Source: an optimization exercise on an open RTL-to-GDS flow (aim: small area and a short achievable clock period). Production flows keep margins and buffers that such runs may drop.
RTL that was checked went through simulation tests only; none was proved equivalent to the original.
The flow treats the clock pin as an ideal source, which a real chip does not have.
Power is estimated from default activity; no workload was simulated.

==> module g_nand3, before the edit <==
module g_nand3(input a, input b, input c, output y);
    assign y = ~(a & b & c);
endmodule
==> module dec_lo, before the edit <==
module dec_lo(input [2:0] a, output [7:0] lo_n, output [7:0] lo);
    wire [2:0] an;
    genvar k;
    generate
        for (k = 0; k < 3; k = k + 1) begin : i
            g_inv m(.a(a[k]), .y(an[k]));
        end
        for (k = 0; k < 8; k = k + 1) begin : d
            g_nand3 m(.a(k & 1 ? a[0] : an[0]), .b(k & 2 ? a[1] : an[1]),
                      .c(k & 4 ? a[2] : an[2]), .y(lo_n[k]));
            g_inv   v(.a(lo_n[k]), .y(lo[k]));
        end
    endgenerate
endmodule
==> module dec_hi, before the edit <==
module dec_hi(input [2:0] a, input enable, input read_write,
              output [7:0] hi_n, output [7:0] hw_n, output rd);
    wire [2:0] an;
    wire       en_n, wr;
    g_inv  ie(.a(enable), .y(en_n));
    g_nor2 r(.a(en_n), .b(read_write), .y(rd));
    g_and2 w(.a(enable), .b(read_write), .y(wr));
    genvar k;
    generate
        for (k = 0; k < 3; k = k + 1) begin : i
            g_inv m(.a(a[k]), .y(an[k]));
        end
        for (k = 0; k < 8; k = k + 1) begin : d
            g_nand4 h(.a(rd), .b(k & 1 ? a[0] : an[0]), .c(k & 2 ? a[1] : an[1]),
                      .d(k & 4 ? a[2] : an[2]), .y(hi_n[k]));
            g_nand4 v(.a(wr), .b(k & 1 ? a[0] : an[0]), .c(k & 2 ? a[1] : an[1]),
                      .d(k & 4 ? a[2] : an[2]), .y(hw_n[k]));
        end
    endgenerate
endmodule
==> module memory_design, before the edit <==
module memory_design(output reg [7:0] data_output, input [7:0] data_input, input [5:0] address, input enable, read_write, clk);
    wire [7:0] lo_n [0:3];
    wire [7:0] lo   [0:3];
    wire [7:0] hi_n, hw_n;
    wire       rd;
    dec_hi dh(.a(address[5:3]), .enable(enable), .read_write(read_write),
              .hi_n(hi_n), .hw_n(hw_n), .rd(rd));
    wire [7:0] word [0:63];
    wire [7:0] grp  [0:7];
    wire [7:0] nxt;
    genvar i, j, b;
    generate
        for (j = 0; j < 4; j = j + 1) begin : dl
            dec_lo m(.a(address[2:0]), .lo_n(lo_n[j]), .lo(lo[j]));
        end
        for (i = 0; i < 64; i = i + 1) begin : w
            reg  [7:0] q;
            wire [7:0] d;
            wire       we, we_n;
            g_nor2 e(.a(hw_n[i/8]), .b(lo_n[i/16][i%8]), .y(we));
            g_inv  n(.a(we), .y(we_n));
            for (b = 0; b < 8; b = b + 1) begin : s
                g_ao22 m(.a1(data_input[b]), .a2(we), .b1(q[b]), .b2(we_n), .y(d[b]));
            end
            always @(posedge clk)
                q <= d;
            assign word[i] = q;
        end
        for (j = 0; j < 8; j = j + 1) begin : g
            for (b = 0; b < 8; b = b + 1) begin : c
                rd_grp m(.d({word[8*j+7][b], word[8*j+6][b], word[8*j+5][b], word[8*j+4][b],
                             word[8*j+3][b], word[8*j+2][b], word[8*j+1][b], word[8*j][b]}),
                         .sel(lo[j/2]), .y(grp[j][b]));
            end
        end
        for (b = 0; b < 8; b = b + 1) begin : r
            rd_col m(.g({grp[7][b], grp[6][b], grp[5][b], grp[4][b],
                         grp[3][b], grp[2][b], grp[1][b], grp[0][b]}),
                     .sel_n(hi_n), .rd(rd), .q(data_output[b]), .y(nxt[b]));
        end
    endgenerate
    always @(posedge clk)
        data_output <= nxt;
endmodule
export LEC_CHECK = 0
export CAP_MARGIN = 20
export CORE_MARGIN = 2
export CORE_UTILIZATION = 60
export CTS_CLUSTER_DIAMETER = 100
export CTS_CLUSTER_SIZE = 30
export SETUP_SLACK_MARGIN = 1.4
export SLEW_MARGIN = 20
export SYNTH_HIERARCHICAL = 1
create_clock -name core_clock -period 3.0 [get_ports {clk}]
standard.sh (not shown) runs the stock make flow with config.mk's settings and CLKGATE_MAP_FILE= SYNTH_SCRIPT=/design/flow/synth_recipe.tcl, a recipe that flattens the netlist after the stock synthesis.
==> flow/flow/run.sh <==
#!/bin/bash
# The standard layout with these changes:
# - the port buffers are buf_4 cells, not the resizer's default pick (a slow
#   delay buffer);
# - before floorplanning, combinational cells are set back to drive 1
#   (downsize.tcl), leaving their sizing to the flow's timing repairs;
# - the steps that size or insert cells don't use delay or low-power cells
#   (dontuse.tcl).
# Tool output goes to std.log.
F=$PWD/flow
bash standard.sh 'BUFFER_PORTS_ARGS=-buffer_cell sky130_fd_sc_hd__buf_4' \
  "PRE_FLOORPLAN_TCL=$F/pre_floorplan.tcl" \
  "PRE_GLOBAL_PLACE_TCL=$F/dontuse.tcl" \
  "PRE_RESIZE_TCL=$F/dontuse.tcl" \
  "PRE_DETAIL_PLACE_TCL=$F/dontuse.tcl" \
  "PRE_CTS_TCL=$F/dontuse.tcl" \
  "PRE_GLOBAL_ROUTE_TCL=$F/dontuse.tcl" \
  "PRE_REPAIR_TIMING_POST_PLACE_TCL=$F/dontuse.tcl" \
  finish > std.log 2>&1
==> flow/flow/dontuse.tcl <==
# Keep the timing repairs from picking slow delay and low-power cells for
# logic and port buffers.
set_dont_use {sky130_fd_sc_hd__clkinvlp_* sky130_fd_sc_hd__clkdlybuf4s* sky130_fd_sc_hd__dlygate* sky130_fd_sc_hd__dlymetal*}
==> flow/flow/downsize.tcl <==
# Before floorplanning: set every combinational cell that synthesis sized up
# back to its smallest (drive 1) variant of the same footprint; the timing
# repairs later in the flow size up what the layout's timing needs.
set db [ord::get_db]
set n 0
foreach inst [[ord::get_db_block] getInsts] {
  set name [[$inst getMaster] getName]
  if {![regexp {^(sky130_fd_sc_hd__[a-z0-9]+)_([0-9]+)$} $name -> base drive]} { continue }
  if {$drive == 1} { continue }
  if {[regexp {__(df|edf|sdf|sedf|dl|conb|tap|fill|decap|buf|clkbuf|clkdly|dlygate|dlymetal)} $base]} { continue }
  set m [$db findMaster ${base}_1]
  if {$m eq "NULL" || $m eq ""} { continue }
  $inst swapMaster $m
  incr n
}
puts "downsize.tcl: set $n cells to drive 1"
==> flow/flow/pre_floorplan.tcl <==
source [file join [file dirname [info script]] dontuse.tcl]
source [file join [file dirname [info script]] downsize.tcl]
Next try:
--- a/flow/design.v
+++ b/flow/design.v
@@ -1,9 +1,12 @@
 module g_inv(input a, output y);
     assign y = ~a;
 endmodule
-module g_nand3(input a, input b, input c, output y);
-    assign y = ~(a & b & c);
+module g_nor3(input a, input b, input c, output y);
+    assign y = ~(a | b | c);
+endmodule
+module g_nand2(input a, input b, output y);
+    assign y = ~(a & b);
 endmodule
 module g_nand4(input a, input b, input c, input d, output y);
     assign y = ~(a & b & c & d);
 endmodule
@@ -24,25 +27,25 @@
 endmodule
 module g_oa211(input a1, input a2, input b, input c, output y);
     assign y = (a1 | a2) & b & c;
 endmodule
-module dec_lo(input [2:0] a, output [7:0] lo_n, output [7:0] lo);
+module dec_lo(input [2:0] a, output [7:0] lo);
     wire [2:0] an;
     genvar k;
     generate
         for (k = 0; k < 3; k = k + 1) begin : i
             g_inv m(.a(a[k]), .y(an[k]));
         end
         for (k = 0; k < 8; k = k + 1) begin : d
-            g_nand3 m(.a(k & 1 ? a[0] : an[0]), .b(k & 2 ? a[1] : an[1]),
-                      .c(k & 4 ? a[2] : an[2]), .y(lo_n[k]));
-            g_inv   v(.a(lo_n[k]), .y(lo[k]));
+            g_nor3 m(.a(k & 1 ? an[0] : a[0]), .b(k & 2 ? an[1] : a[1]),
+                     .c(k & 4 ? an[2] : a[2]), .y(lo[k]));
         end
     endgenerate
 endmodule
 module dec_hi(input [2:0] a, input enable, input read_write,
-              output [7:0] hi_n, output [7:0] hw_n, output rd);
+              output [7:0] hi_n, output [7:0] hw, output rd);
     wire [2:0] an;
+    wire [7:0] hw_n;
     wire       en_n, wr;
     g_inv  ie(.a(enable), .y(en_n));
     g_nor2 r(.a(en_n), .b(read_write), .y(rd));
     g_and2 w(.a(enable), .b(read_write), .y(wr));
@@ -55,8 +58,9 @@
             g_nand4 h(.a(rd), .b(k & 1 ? a[0] : an[0]), .c(k & 2 ? a[1] : an[1]),
                       .d(k & 4 ? a[2] : an[2]), .y(hi_n[k]));
             g_nand4 v(.a(wr), .b(k & 1 ? a[0] : an[0]), .c(k & 2 ? a[1] : an[1]),
                       .d(k & 4 ? a[2] : an[2]), .y(hw_n[k]));
+            g_inv   u(.a(hw_n[k]), .y(hw[k]));
         end
     endgenerate
 endmodule
 module rd_grp(input [7:0] d, input [7:0] sel, output y);
@@ -78,28 +82,27 @@
     g_nor2 n1(.a(z[2]), .b(z[3]), .y(p[1]));
     g_oa211 f(.a1(q), .a2(rd), .b(p[0]), .c(p[1]), .y(y));
 endmodule
 module memory_design(output reg [7:0] data_output, input [7:0] data_input, input [5:0] address, input enable, read_write, clk);
-    wire [7:0] lo_n [0:3];
     wire [7:0] lo   [0:3];
-    wire [7:0] hi_n, hw_n;
+    wire [7:0] hi_n, hw;
     wire       rd;
     dec_hi dh(.a(address[5:3]), .enable(enable), .read_write(read_write),
-              .hi_n(hi_n), .hw_n(hw_n), .rd(rd));
+              .hi_n(hi_n), .hw(hw), .rd(rd));
     wire [7:0] word [0:63];
     wire [7:0] grp  [0:7];
     wire [7:0] nxt;
     genvar i, j, b;
     generate
         for (j = 0; j < 4; j = j + 1) begin : dl
-            dec_lo m(.a(address[2:0]), .lo_n(lo_n[j]), .lo(lo[j]));
+            dec_lo m(.a(address[2:0]), .lo(lo[j]));
         end
         for (i = 0; i < 64; i = i + 1) begin : w
             reg  [7:0] q;
             wire [7:0] d;
             wire       we, we_n;
-            g_nor2 e(.a(hw_n[i/8]), .b(lo_n[i/16][i%8]), .y(we));
-            g_inv  n(.a(we), .y(we_n));
+            g_nand2 n(.a(hw[i/8]), .b(lo[i/16][i%8]), .y(we_n));
+            g_inv   e(.a(we_n), .y(we));
             for (b = 0; b < 8; b = b + 1) begin : s
                 g_ao22 m(.a1(data_input[b]), .a2(we), .b1(q[b]), .b2(we_n), .y(d[b]));
             end
             always @(posedge clk)
Design area grows by 3.7%. Critical path depth came out higher by 10. Setup slack got worse by 47 ps. Combinational power came out higher by about 10%. Worst hold slack is about the same.
Function not checked in the second run of this note: the RTL went through the layout flow alone.

what the ideal ports hide:
The flow's constraints put no driver on any port. The routed layouts listed below were extracted and timed again, unchanged, in two steps.
Step 1 sets driving cells, clkbuf_16 on the clock port and buf_2 on the other inputs (assumed; they add their load-dependent delay and slew).
Step 2 times the ports against the registers' clock, not the clock port: input delays grow and output delays shrink by t, the midpoint of the rising clock arrivals with the driver on.
Three values: ideal ports, drivers, drivers and shift; two values: the first two.
| run | t (ns) | setup WS [ns] | worst setup path after step 2 | worst slew at a driven data input, ns |
|---|---|---|---|---|
| the first run | 0.599 | 1.318 / 1.264 / 0.692 | input to register | 0.12 |
| the second run | 0.610 | 1.271 / 1.190 / 0.580 | input to register | 0.17 |
After both steps every run listed still meets setup and hold. For the second run, which loses most, drivers alone change the setup slack by -0.081 ns; drivers and shift together by -0.691 ns.
